This is an optimization exercise on Yosys and OpenROAD, whose aim is small area, not a production implementation. Only simulation tests tie the RTL to the original design; equivalence was not proved. No activity file was given, so power comes from the tool's default toggle rates.

## v38
// ddr_core
module ddr_core (
	input        clk,
	input        resetn,       
	input        resetscore,   
	input  [3:0] key_n,        
	input  [3:0] pad_n,        
	output [7:0] x,
	output [7:0] y,
	output [2:0] colour,
	output       plot,
	output [6:0] hex0,
	output [6:0] hex1,
	output [6:0] hex2,
	output [6:0] hex3,
	output [6:0] hex4,
	output [6:0] hex5
);
==> flow/config.mk <==
export PLATFORM = sky130hd
export DESIGN_NAME = ddr_core
export DESIGN_NICKNAME = ddr_core
export VERILOG_FILES = /design/flow/design.v
export SDC_FILE = /design/flow/constraint.sdc
export NUM_CORES = 4
export LEC_CHECK = 0
export ABC_AREA = 1
export CAP_MARGIN = 20
export CORE_MARGIN = 2
export CORE_UTILIZATION = 45
export CTS_BUF_LIST = sky130_fd_sc_hd__clkbuf_8
export PLACE_DENSITY = 0.6
export SLEW_MARGIN = 20
==> flow/constraint.sdc <==
create_clock -name core_clock -period 10.0 [get_ports {clk}]
set_input_delay 2.0000 -clock core_clock [delete_from_list [all_inputs] [get_ports {clk}]]
set_output_delay 2.0000 -clock core_clock [all_outputs]
set_load 0.01 [all_outputs]
standard.sh (not shown) runs the stock make flow with config.mk's settings and CLKGATE_MAP_FILE= SYNTH_SCRIPT=/design/flow/synth_recipe.tcl, a recipe that flattens the netlist after the stock synthesis.
==> flow/flow/run.sh <==
#!/bin/bash
# Own layout flow: the standard flow (standard.sh) with three changes.
#  1. After the standard synthesis, the combinational logic of its netlist is
#     optimised again (flow/reopt.sh: ABC &deepsyn, then area mapping to the
#     sky130hd cells). The flip-flops, their cell types and names are kept.
#  2. The port buffers that global placement inserts use the smallest buffer
#     cell.
#  3. Clock tree synthesis (same options as the standard flow with the
#     CTS_BUF_LIST of config.mk) inserts no dummy loads to balance the tree.
# Each tool's output goes to its own log in this folder (ORFS's per-step logs
# are under orfs/logs/).
set -euo pipefail
R=orfs/results/${FLOW_PLATFORM:-sky130hd}/ddr_core/base
export BUFFER_PORTS_ARGS="-buffer_cell sky130_fd_sc_hd__buf_1"
export CTS_ARGS="-sink_clustering_enable -repair_clock_nets -buf_list sky130_fd_sc_hd__clkbuf_8 -dont_use_dummy_load -sink_clustering_size 20 -sink_clustering_max_diameter 100"
bash standard.sh synth > synth.log 2>&1
cp $R/1_2_yosys.v 1_2_yosys.standard.v
bash flow/reopt.sh 1_2_yosys.standard.v $R/1_2_yosys.v reopt.log reopt_tmp
rm -f $R/1_synth.odb $R/1_synth.sdc
bash standard.sh > standard.log 2>&1
==> flow/flow/reopt.abc <==
strash
&get -n
&deepsyn -T 60 -S @SEED@
&put
dch -f
amap
topo
strash
dch -f
amap
topo
==> flow/flow/reopt.sh <==
#!/bin/bash
# reopt.sh IN.v OUT.v LOG TMPDIR : re-optimises the combinational logic of the
# standard synthesis netlist IN.v (flip-flops, their cell types and names
# untouched) and maps it again to the sky130hd cells, avoiding the platform's
# don't-use cells. Four ABC runs with different &deepsyn seeds go in parallel;
# the netlist with the smallest cell area is kept.
set -euo pipefail
IN=$1; OUT=$2; LOG=$3; TMP=$4
HERE=$(dirname "$(readlink -f "$0")")
PLAT=${FLOW_HOME:-/OpenROAD-flow-scripts/flow}/platforms/sky130hd
LIB=$PLAT/lib/sky130_fd_sc_hd__tt_025C_1v80.lib
YOSYS=$(command -v yosys || echo ${FLOW_HOME:-/OpenROAD-flow-scripts/flow}/../tools/install/yosys/bin/yosys)
mkdir -p "$TMP"
python3 "$HERE/cellmodels.py" "$LIB" "$IN" > "$TMP/models.v"
DONT=$(sed -n '/^export DONT_USE_CELLS/,/^$/p' "$PLAT/config.mk" | grep -oE 'sky130_fd_sc_hd__\w+' | sed 's/^/-dont_use /' | tr '\n' ' ')
for S in 1 2 3 4; do
  sed "s/@SEED@/$S/" "$HERE/reopt.abc" > "$TMP/reopt$S.abc"
  cat > "$TMP/reopt$S.ys" <<EOY
read_liberty -lib $LIB
read_verilog -overwrite $TMP/models.v
read_verilog $IN
hierarchy -top ddr_core
flatten
techmap
opt -fast -purge
abc -script $TMP/reopt$S.abc -liberty $LIB $DONT
opt_clean -purge
hilomap -singleton -hicell sky130_fd_sc_hd__conb_1 HI -locell sky130_fd_sc_hd__conb_1 LO
insbuf -buf sky130_fd_sc_hd__buf_4 A X
splitnets
opt_clean -purge
rename -enumerate -pattern rn%
tee -o $TMP/stat$S.txt stat -liberty $LIB
write_verilog -noattr -nohex -nodec $TMP/out$S.v
EOY
  "$YOSYS" -s "$TMP/reopt$S.ys" > "$TMP/reopt$S.log" 2>&1 &
done
wait
best=$(for S in 1 2 3 4; do echo "$(grep 'Chip area' "$TMP/stat$S.txt" | awk '{print $NF}') $S"; done | sort -g | head -1 | awk '{print $2}')
{ for S in 1 2 3 4; do echo "seed $S: $(grep 'Chip area' "$TMP/stat$S.txt")"; done; echo "kept seed $best"; cat "$TMP/reopt$best.log"; } > "$LOG"
cp "$TMP/out$best.v" "$OUT"
Other scripts of this flow, unchanged in this note and not shown: flow/flow/cellmodels.py
v38 completed; timing, DRC and antenna clean
## Diff of input files: v23 against v38
diff --git a/flow/flow/run.sh b/flow/flow/run.sh
--- a/flow/flow/run.sh
+++ b/flow/flow/run.sh
@@ -13,5 +13,5 @@
 R=orfs/results/${FLOW_PLATFORM:-sky130hd}/ddr_core/base
 export BUFFER_PORTS_ARGS="-buffer_cell sky130_fd_sc_hd__buf_1"
-export CTS_ARGS="-sink_clustering_enable -repair_clock_nets -buf_list sky130_fd_sc_hd__clkbuf_8 -dont_use_dummy_load -sink_clustering_size 20 -sink_clustering_max_diameter 100"
+export CTS_ARGS="-sink_clustering_enable -repair_clock_nets -buf_list sky130_fd_sc_hd__clkbuf_16 -dont_use_dummy_load -sink_clustering_size 30 -sink_clustering_max_diameter 200"
 bash standard.sh synth > synth.log 2>&1
 cp $R/1_2_yosys.v 1_2_yosys.standard.v
### Flow results
v23 ends up with a final worst-path setup slack that is 0.75 ns higher than in v38. [compare] base=v38 new=v23: final-layout worst hold slack moved down; buffer and inverter count on the worst path fell 1; total standard cell area after synthesis barely changed. v23 vs v38: clock group share of total power up. v23: non-clock buffer count 2 above v38. Comparing v23 and v38, the lower total power of the final layout was measured on v38. v23 did not stop at any stage, and its layout met the timing, DRC and antenna checks. Between v23 and v38, sequential group share of total power is higher for v38, v23 comes in under that. Row design area: v23 higher / v38 lower.
The inputs of v33 differ from those of v23 as listed below.
==> flow/flow/run.sh <==
#!/bin/bash
# Own layout flow: the standard flow (standard.sh) with three changes.
#  1. After the standard synthesis, the combinational logic of its netlist is
#     optimised again (flow/reopt.sh: ABC &deepsyn with eight seeds, then area
#     mapping to the sky130hd cells; the smallest result is kept). The flip-flops, their cell types and names are kept.
#  2. The port buffers that global placement inserts use the smallest buffer
#     cell.
#  3. Clock tree synthesis (same options as the standard flow with the
#     CTS_BUF_LIST of config.mk) inserts no dummy loads to balance the tree.
# Each tool's output goes to its own log in this folder (ORFS's per-step logs
# are under orfs/logs/).
set -euo pipefail
R=orfs/results/${FLOW_PLATFORM:-sky130hd}/ddr_core/base
export BUFFER_PORTS_ARGS="-buffer_cell sky130_fd_sc_hd__buf_1"
export CTS_ARGS="-sink_clustering_enable -repair_clock_nets -buf_list sky130_fd_sc_hd__clkbuf_8 -dont_use_dummy_load"
bash standard.sh synth > synth.log 2>&1
cp $R/1_2_yosys.v 1_2_yosys.standard.v
bash flow/reopt.sh 1_2_yosys.standard.v $R/1_2_yosys.v reopt.log reopt_tmp
rm -f $R/1_synth.odb $R/1_synth.sdc
bash standard.sh > standard.log 2>&1
==> flow/flow/reopt.abc <==
strash
&get -n
&deepsyn -T 120 -S @SEED@
&put
dch -f
amap
topo
strash
dch -f
amap
topo
diff --git a/flow/flow/reopt.sh b/flow/flow/reopt.sh
--- a/flow/flow/reopt.sh
+++ b/flow/flow/reopt.sh
@@ -3,6 +3,6 @@
 # standard synthesis netlist IN.v (flip-flops, their cell types and names
 # untouched) and maps it again to the sky130hd cells, avoiding the platform's
-# don't-use cells. Four ABC runs with different &deepsyn seeds go in parallel;
-# the netlist with the smallest cell area is kept.
+# don't-use cells. Eight ABC runs with different &deepsyn seeds (four at a
+# time) are made; the netlist with the smallest cell area is kept.
 set -euo pipefail
 IN=$1; OUT=$2; LOG=$3; TMP=$4
@@ -14,5 +14,5 @@
 python3 "$HERE/cellmodels.py" "$LIB" "$IN" > "$TMP/models.v"
 DONT=$(sed -n '/^export DONT_USE_CELLS/,/^$/p' "$PLAT/config.mk" | grep -oE 'sky130_fd_sc_hd__\w+' | sed 's/^/-dont_use /' | tr '\n' ' ')
-for S in 1 2 3 4; do
+for S in 1 2 3 4 5 6 7 8; do
   sed "s/@SEED@/$S/" "$HERE/reopt.abc" > "$TMP/reopt$S.abc"
   cat > "$TMP/reopt$S.ys" <<EOY
@@ -34,8 +34,13 @@
 write_verilog -noattr -nohex -nodec $TMP/out$S.v
 EOY
-  "$YOSYS" -s "$TMP/reopt$S.ys" > "$TMP/reopt$S.log" 2>&1 &
+  ( "$YOSYS" -s "$TMP/reopt$S.ys" > "$TMP/reopt$S.log" 2>&1 || true ) &
+  if [ $S -eq 4 ]; then wait; fi
 done
 wait
-best=$(for S in 1 2 3 4; do echo "$(grep 'Chip area' "$TMP/stat$S.txt" | awk '{print $NF}') $S"; done | sort -g | head -1 | awk '{print $2}')
-{ for S in 1 2 3 4; do echo "seed $S: $(grep 'Chip area' "$TMP/stat$S.txt")"; done; echo "kept seed $best"; cat "$TMP/reopt$best.log"; } > "$LOG"
+best=$(for S in 1 2 3 4 5 6 7 8; do
+  if [ -s "$TMP/out$S.v" ] && [ -s "$TMP/stat$S.txt" ]; then
+    echo "$(grep 'Chip area' "$TMP/stat$S.txt" | awk '{print $NF}') $S"
+  fi
+done | sort -g | head -1 | awk '{print $2}')
+{ for S in 1 2 3 4 5 6 7 8; do echo "seed $S: $(grep -s 'Chip area' "$TMP/stat$S.txt" || echo failed)"; done; echo "kept seed $best"; cat "$TMP/reopt$best.log"; } > "$LOG"
 cp "$TMP/out$best.v" "$OUT"
==> notes.md <==
| number of cells in the finished layout apart from fillers | v33 vs v23 | about 1% lower |
Relative to v23, total power has decreased by about 22% in v33.
Of v23 and v33, the lower slew at the pin with the worst max-slew slack belongs to v23.
Delta (v33 minus v23): total length of routed met3 wires shows a reduction of 250 µm; all-layer global routing usage fell by 0.93 points; non-clock buffer count saw an increase.
Of v23 and v33, v23 shows the higher count of placed standard cells including taps, with v33 below it.
On relative contribution of combinational cells to total power: v33 sits below v23.
From v23 to v33 the numbers moved as follows: maximum frequency flat; clock network area share -2.0 points; worst setup slack has decreased.
Edits applied to the flow inputs when going from v33 to v39:
diff --git a/flow/flow/run.sh b/flow/flow/run.sh
--- a/flow/flow/run.sh
+++ b/flow/flow/run.sh
@@ -2,6 +2,6 @@
 # Own layout flow: the standard flow (standard.sh) with three changes.
 #  1. After the standard synthesis, the combinational logic of its netlist is
-#     optimised again (flow/reopt.sh: ABC &deepsyn with eight seeds, then area
-#     mapping to the sky130hd cells; the smallest result is kept). The flip-flops, their cell types and names are kept.
+#     optimised again (flow/reopt.sh: ABC &deepsyn, then area mapping to the
+#     sky130hd cells). The flip-flops, their cell types and names are kept.
 #  2. The port buffers that global placement inserts use the smallest buffer
 #     cell.
==> flow/flow/reopt.abc <==
strash
&get -n
&deepsyn -T 60 -S @SEED@
&put
dch -f
amap
topo
strash
dch -f
amap
topo
==> flow/flow/reopt.sh <==
#!/bin/bash
# reopt.sh IN.v OUT.v LOG TMPDIR : re-optimises the combinational logic of the
# standard synthesis netlist IN.v (flip-flops, their cell types and names
# untouched) and maps it again to the sky130hd cells, avoiding the platform's
# don't-use cells. Four ABC runs with different &deepsyn seeds go in parallel;
# the netlist with the smallest cell area is kept.
set -euo pipefail
IN=$1; OUT=$2; LOG=$3; TMP=$4
HERE=$(dirname "$(readlink -f "$0")")
PLAT=${FLOW_HOME:-/OpenROAD-flow-scripts/flow}/platforms/sky130hd
LIB=$PLAT/lib/sky130_fd_sc_hd__tt_025C_1v80.lib
YOSYS=$(command -v yosys || echo ${FLOW_HOME:-/OpenROAD-flow-scripts/flow}/../tools/install/yosys/bin/yosys)
mkdir -p "$TMP"
python3 "$HERE/cellmodels.py" "$LIB" "$IN" > "$TMP/models.v"
DONT=$(sed -n '/^export DONT_USE_CELLS/,/^$/p' "$PLAT/config.mk" | grep -oE 'sky130_fd_sc_hd__\w+' | sed 's/^/-dont_use /' | tr '\n' ' ')
for S in 1 2 3 4; do
  sed "s/@SEED@/$S/" "$HERE/reopt.abc" > "$TMP/reopt$S.abc"
  cat > "$TMP/reopt$S.ys" <<EOY
read_liberty -lib $LIB
read_verilog -overwrite $TMP/models.v
read_verilog $IN
hierarchy -top ddr_core
flatten
techmap
opt -fast -purge
abc -script $TMP/reopt$S.abc -liberty $LIB $DONT
opt_clean -purge
hilomap -singleton -hicell sky130_fd_sc_hd__conb_1 HI -locell sky130_fd_sc_hd__conb_1 LO
insbuf -buf sky130_fd_sc_hd__buf_4 A X
splitnets
opt_clean -purge
rename -enumerate -pattern rn%
tee -o $TMP/stat$S.txt stat -liberty $LIB
write_verilog -noattr -nohex -nodec $TMP/out$S.v
EOY
  "$YOSYS" -s "$TMP/reopt$S.ys" > "$TMP/reopt$S.log" 2>&1 &
done
wait
best=$(for S in 1 2 3 4; do echo "$(grep 'Chip area' "$TMP/stat$S.txt" | awk '{print $NF}') $S"; done | sort -g | head -1 | awk '{print $2}')
{ for S in 1 2 3 4; do echo "seed $S: $(grep 'Chip area' "$TMP/stat$S.txt")"; done; echo "kept seed $best"; cat "$TMP/reopt$best.log"; } > "$LOG"
cp "$TMP/out$best.v" "$OUT"
--- outcome ---
- Sort v39 and v33 by layout multi-input combinational cell count desc -> top: v33
- v33 and v39 ended up with roughly the same area of the mapped netlist.
- Pin slew with the least headroom to its limit delta for v39 relative to v33: 0.019 ns lower
- Diff v33 -> v39: proportion of layout cells with a drive suffix above 1 lost 0.26 points; total stage count of the critical path went up; final critical-path share of the clock period rose 7.3 points; minimum clock period after layout went up 0.73 ns; post-CTS setup-driven buffer insertion count essentially unchanged.

---

ddr_core, a different RTL version from the one above (not shown whole).
Size in the first run: ~1400 cells after synthesis, roughly 73 I/O pins.
make LEC_CHECK=0 CAP_MARGIN=20 CORE_MARGIN=2 CORE_UTILIZATION=45 CTS_BUF_LIST=sky130_fd_sc_hd__clkbuf_8 PLACE_DENSITY=0.6 SLEW_MARGIN=20 finish   # period 10.0 ns
run.sh (not shown) runs the stock make flow with config.mk's settings and CLKGATE_MAP_FILE= SYNTH_SCRIPT=/design/flow/synth_recipe.tcl, a recipe that flattens the netlist after the stock synthesis.
Stock flow here: none of the scripts above is used.
Rerun with:
Settings changed: CTS_BUF_LIST sky130_fd_sc_hd__clkbuf_8 to not set.
What happened:
- setup slack gets better by 0.027 ns
- final cell count does not change
- total power is higher by roughly a tenth
- clock-buffer cell count is higher by 1
- routed wire length stays flat
- sequential share of layout area is lower by 0.46 points
- die area does not change
- critical path depth does not change
- core utilization is higher by 0.78 points

---

Another version of the RTL of ddr_core (not shown whole).
For scale: about 1200 cells after synthesis, ~73 I/O pins.
==> flow/config.mk <==
export PLATFORM = sky130hd
export DESIGN_NAME = ddr_core
export DESIGN_NICKNAME = ddr_core
export VERILOG_FILES = /design/flow/design.v
export SDC_FILE = /design/flow/constraint.sdc
export NUM_CORES = 4
export LEC_CHECK = 0
export ABC_AREA = 1
export CAP_MARGIN = 20
export CORE_MARGIN = 2
export CORE_UTILIZATION = 45
export CTS_BUF_LIST = sky130_fd_sc_hd__clkbuf_8
export PLACE_DENSITY = 0.6
export SLEW_MARGIN = 20
==> flow/constraint.sdc <==
create_clock -name core_clock -period 10.0 [get_ports {clk}]
set_input_delay 2.0000 -clock core_clock [delete_from_list [all_inputs] [get_ports {clk}]]
set_output_delay 2.0000 -clock core_clock [all_outputs]
set_load 0.01 [all_outputs]
standard.sh (not shown) runs the stock make flow with config.mk's settings and CLKGATE_MAP_FILE= SYNTH_SCRIPT=/design/flow/synth_recipe.tcl, a recipe that flattens the netlist after the stock synthesis.
==> flow/flow/run.sh <==
#!/bin/bash
# Own layout flow: the standard flow (standard.sh) with two changes.
#  1. After the standard synthesis, the combinational logic of its netlist is
#     optimised again (flow/reopt.sh: ABC &deepsyn, then area mapping to the
#     sky130hd cells). The flip-flops, their cell types and names are kept.
#  2. The port buffers that global placement inserts use the smallest buffer
#     cell.
#  3. Clock tree synthesis (same options as the standard flow with the
#     CTS_BUF_LIST of config.mk) inserts no dummy loads to balance the tree.
# Each tool's output goes to its own log in this folder (ORFS's per-step logs
# are under orfs/logs/).
set -euo pipefail
R=orfs/results/${FLOW_PLATFORM:-sky130hd}/ddr_core/base
export BUFFER_PORTS_ARGS="-buffer_cell sky130_fd_sc_hd__buf_1"
export CTS_ARGS="-sink_clustering_enable -repair_clock_nets -buf_list sky130_fd_sc_hd__clkbuf_8 -dont_use_dummy_load"
bash standard.sh synth > synth.log 2>&1
cp $R/1_2_yosys.v 1_2_yosys.standard.v
bash flow/reopt.sh 1_2_yosys.standard.v $R/1_2_yosys.v reopt.log reopt_tmp
rm -f $R/1_synth.odb $R/1_synth.sdc
bash standard.sh > standard.log 2>&1
==> flow/flow/reopt.abc <==
strash
&get -n
&deepsyn -T 60 -S @SEED@
&put
dch -f
amap
topo
strash
dch -f
amap
topo
==> flow/flow/reopt.sh <==
#!/bin/bash
# reopt.sh IN.v OUT.v LOG TMPDIR : re-optimises the combinational logic of the
# standard synthesis netlist IN.v (flip-flops, their cell types and names
# untouched) and maps it again to the sky130hd cells, avoiding the platform's
# don't-use cells. Four ABC runs with different &deepsyn seeds go in parallel;
# the netlist with the smallest cell area is kept.
set -euo pipefail
IN=$1; OUT=$2; LOG=$3; TMP=$4
HERE=$(dirname "$(readlink -f "$0")")
PLAT=${FLOW_HOME:-/OpenROAD-flow-scripts/flow}/platforms/sky130hd
LIB=$PLAT/lib/sky130_fd_sc_hd__tt_025C_1v80.lib
YOSYS=$(command -v yosys || echo ${FLOW_HOME:-/OpenROAD-flow-scripts/flow}/../tools/install/yosys/bin/yosys)
mkdir -p "$TMP"
python3 "$HERE/cellmodels.py" "$LIB" "$IN" > "$TMP/models.v"
DONT=$(sed -n '/^export DONT_USE_CELLS/,/^$/p' "$PLAT/config.mk" | grep -oE 'sky130_fd_sc_hd__\w+' | sed 's/^/-dont_use /' | tr '\n' ' ')
for S in 1 2 3 4; do
  sed "s/@SEED@/$S/" "$HERE/reopt.abc" > "$TMP/reopt$S.abc"
  cat > "$TMP/reopt$S.ys" <<EOY
read_liberty -lib $LIB
read_verilog -overwrite $TMP/models.v
read_verilog $IN
hierarchy -top ddr_core
flatten
techmap
opt -fast -purge
abc -script $TMP/reopt$S.abc -liberty $LIB $DONT
opt_clean -purge
hilomap -singleton -hicell sky130_fd_sc_hd__conb_1 HI -locell sky130_fd_sc_hd__conb_1 LO
insbuf -buf sky130_fd_sc_hd__buf_4 A X
splitnets
opt_clean -purge
rename -enumerate -pattern rn%
tee -o $TMP/stat$S.txt stat -liberty $LIB
write_verilog -noattr -nohex -nodec $TMP/out$S.v
EOY
  "$YOSYS" -s "$TMP/reopt$S.ys" > "$TMP/reopt$S.log" 2>&1 &
done
wait
best=$(for S in 1 2 3 4; do echo "$(grep 'Chip area' "$TMP/stat$S.txt" | awk '{print $NF}') $S"; done | sort -g | head -1 | awk '{print $2}')
{ for S in 1 2 3 4; do echo "seed $S: $(grep 'Chip area' "$TMP/stat$S.txt")"; done; echo "kept seed $best"; cat "$TMP/reopt$best.log"; } > "$LOG"
cp "$TMP/out$best.v" "$OUT"
Other scripts of this flow, unchanged in this note and not shown: flow/flow/cellmodels.py
Then changed:
--- a/flow/flow/run.sh
+++ b/flow/flow/run.sh
@@ -7,4 +7,2 @@
 #     cell.
-#  3. Clock tree synthesis (same options as the standard flow with the
-#     CTS_BUF_LIST of config.mk) inserts no dummy loads to balance the tree.
 # Each tool's output goes to its own log in this folder (ORFS's per-step logs
@@ -14,3 +12,2 @@
 export BUFFER_PORTS_ARGS="-buffer_cell sky130_fd_sc_hd__buf_1"
-export CTS_ARGS="-sink_clustering_enable -repair_clock_nets -buf_list sky130_fd_sc_hd__clkbuf_8 -dont_use_dummy_load"
 bash standard.sh synth > synth.log 2>&1
The changed run completed with no timing, DRC or antenna violations.
Fmax increases by roughly a tenth.
Wire length goes up slightly.
Worst setup slack gets better by 620 ps.
Clock power came out higher by well over a third.
Clock skew falls by 35 ps.
Clock-buffer cell count is unchanged.
Synthesized area falls slightly.
Non-clock buffer count went up by 1.
Then changed:
==> flow/flow/reopt.abc (replaced) <==
strash
&get -n
&deepsyn -T 60
&put
dch -f
amap
topo
==> flow/flow/reopt.sh (replaced) <==
#!/bin/bash
# reopt.sh IN.v OUT.v LOG TMPDIR : re-optimises the combinational logic of the
# standard synthesis netlist IN.v (flip-flops and their names untouched) and
# maps it again to the sky130hd cells, avoiding the platform's don't-use cells.
set -euo pipefail
IN=$1; OUT=$2; LOG=$3; TMP=$4
HERE=$(dirname "$(readlink -f "$0")")
PLAT=${FLOW_HOME:-/OpenROAD-flow-scripts/flow}/platforms/sky130hd
LIB=$PLAT/lib/sky130_fd_sc_hd__tt_025C_1v80.lib
YOSYS=$(command -v yosys || echo ${FLOW_HOME:-/OpenROAD-flow-scripts/flow}/../tools/install/yosys/bin/yosys)
mkdir -p "$TMP"
python3 "$HERE/cellmodels.py" "$LIB" "$IN" > "$TMP/models.v"
DONT=$(sed -n '/^export DONT_USE_CELLS/,/^$/p' "$PLAT/config.mk" | grep -oE 'sky130_fd_sc_hd__\w+' | sed 's/^/-dont_use /' | tr '\n' ' ')
cp "$HERE/reopt.abc" "$TMP/reopt.abc"
cat > "$TMP/reopt.ys" <<EOY
read_liberty -lib $LIB
read_verilog -overwrite $TMP/models.v
read_verilog $IN
hierarchy -top ddr_core
flatten
techmap
opt -fast -purge
opt_clean -purge
abc -script $TMP/reopt.abc -liberty $LIB $DONT
opt_clean -purge
hilomap -singleton -hicell sky130_fd_sc_hd__conb_1 HI -locell sky130_fd_sc_hd__conb_1 LO
insbuf -buf sky130_fd_sc_hd__buf_4 A X
splitnets
opt_clean -purge
rename -enumerate -pattern rn%
tee -o $TMP/stat.txt stat -liberty $LIB
write_verilog -noattr -nohex -nodec $OUT
EOY
"$YOSYS" -s "$TMP/reopt.ys" > "$LOG" 2>&1
After rerunning: Setup slack got worse by 420 ps. Utilization goes up by 0.10 points. Cell count goes down by 0.47%. Via count goes down by 0.71%. Power goes up by 6.6%. Sequential power goes up by about 2%. Clock-buffer cell count goes up by 1. Routed wire length goes down by 1.4%.

==> separate check: timing with driven ports <==
The results above use ideal ports. As a check the final layouts listed here were re-extracted and re-timed, cells and wires unchanged. Step 1 assumes that a clkbuf_16 drives the clock port and a buf_2 every other input. Step 2 times the ports against the registers' clock, not the clock port: input delays grow and output delays shrink by t, the midpoint of the rising clock arrivals with the driver on. a / b / c = ideal ports / drivers / drivers and shift; a / b = the first two.
run | t (ns) | slack for setup (ns) | hold WS [ns]
v38 | 0.465 | 3.070 / 3.032 / 3.497 | 0.431 / 0.431 / 0.431
v23 | 0.460 | 3.817 / 3.771 / 4.231 | 0.405 / 0.405 / 0.405
v33 | 0.480 | 3.798 / 3.756 / 4.187 | 0.422 / 0.422 / 0.422
v39 | 0.465 | 3.070 / 3.032 / 3.497 | 0.431 / 0.431 / 0.431
the first run of note 2 | 0.506 | 3.295 / 3.253 / 3.759 | 0.443 / 0.443 / 0.443
the second run of note 2 | 0.481 | 3.322 / 3.275 / 3.756 | 0.437 / 0.437 / 0.437
the first run of note 3 | 0.485 | 3.445 / 3.404 / 3.888 | 0.390 / 0.390 / 0.390
the second run of note 3 | 0.496 | 4.062 / 4.019 / 4.516 | 0.416 / 0.416 / 0.416
the third run of note 3 | 0.485 | 3.637 / 3.597 / 4.082 | 0.422 / 0.422 / 0.422
After both steps every run listed still meets setup and hold.
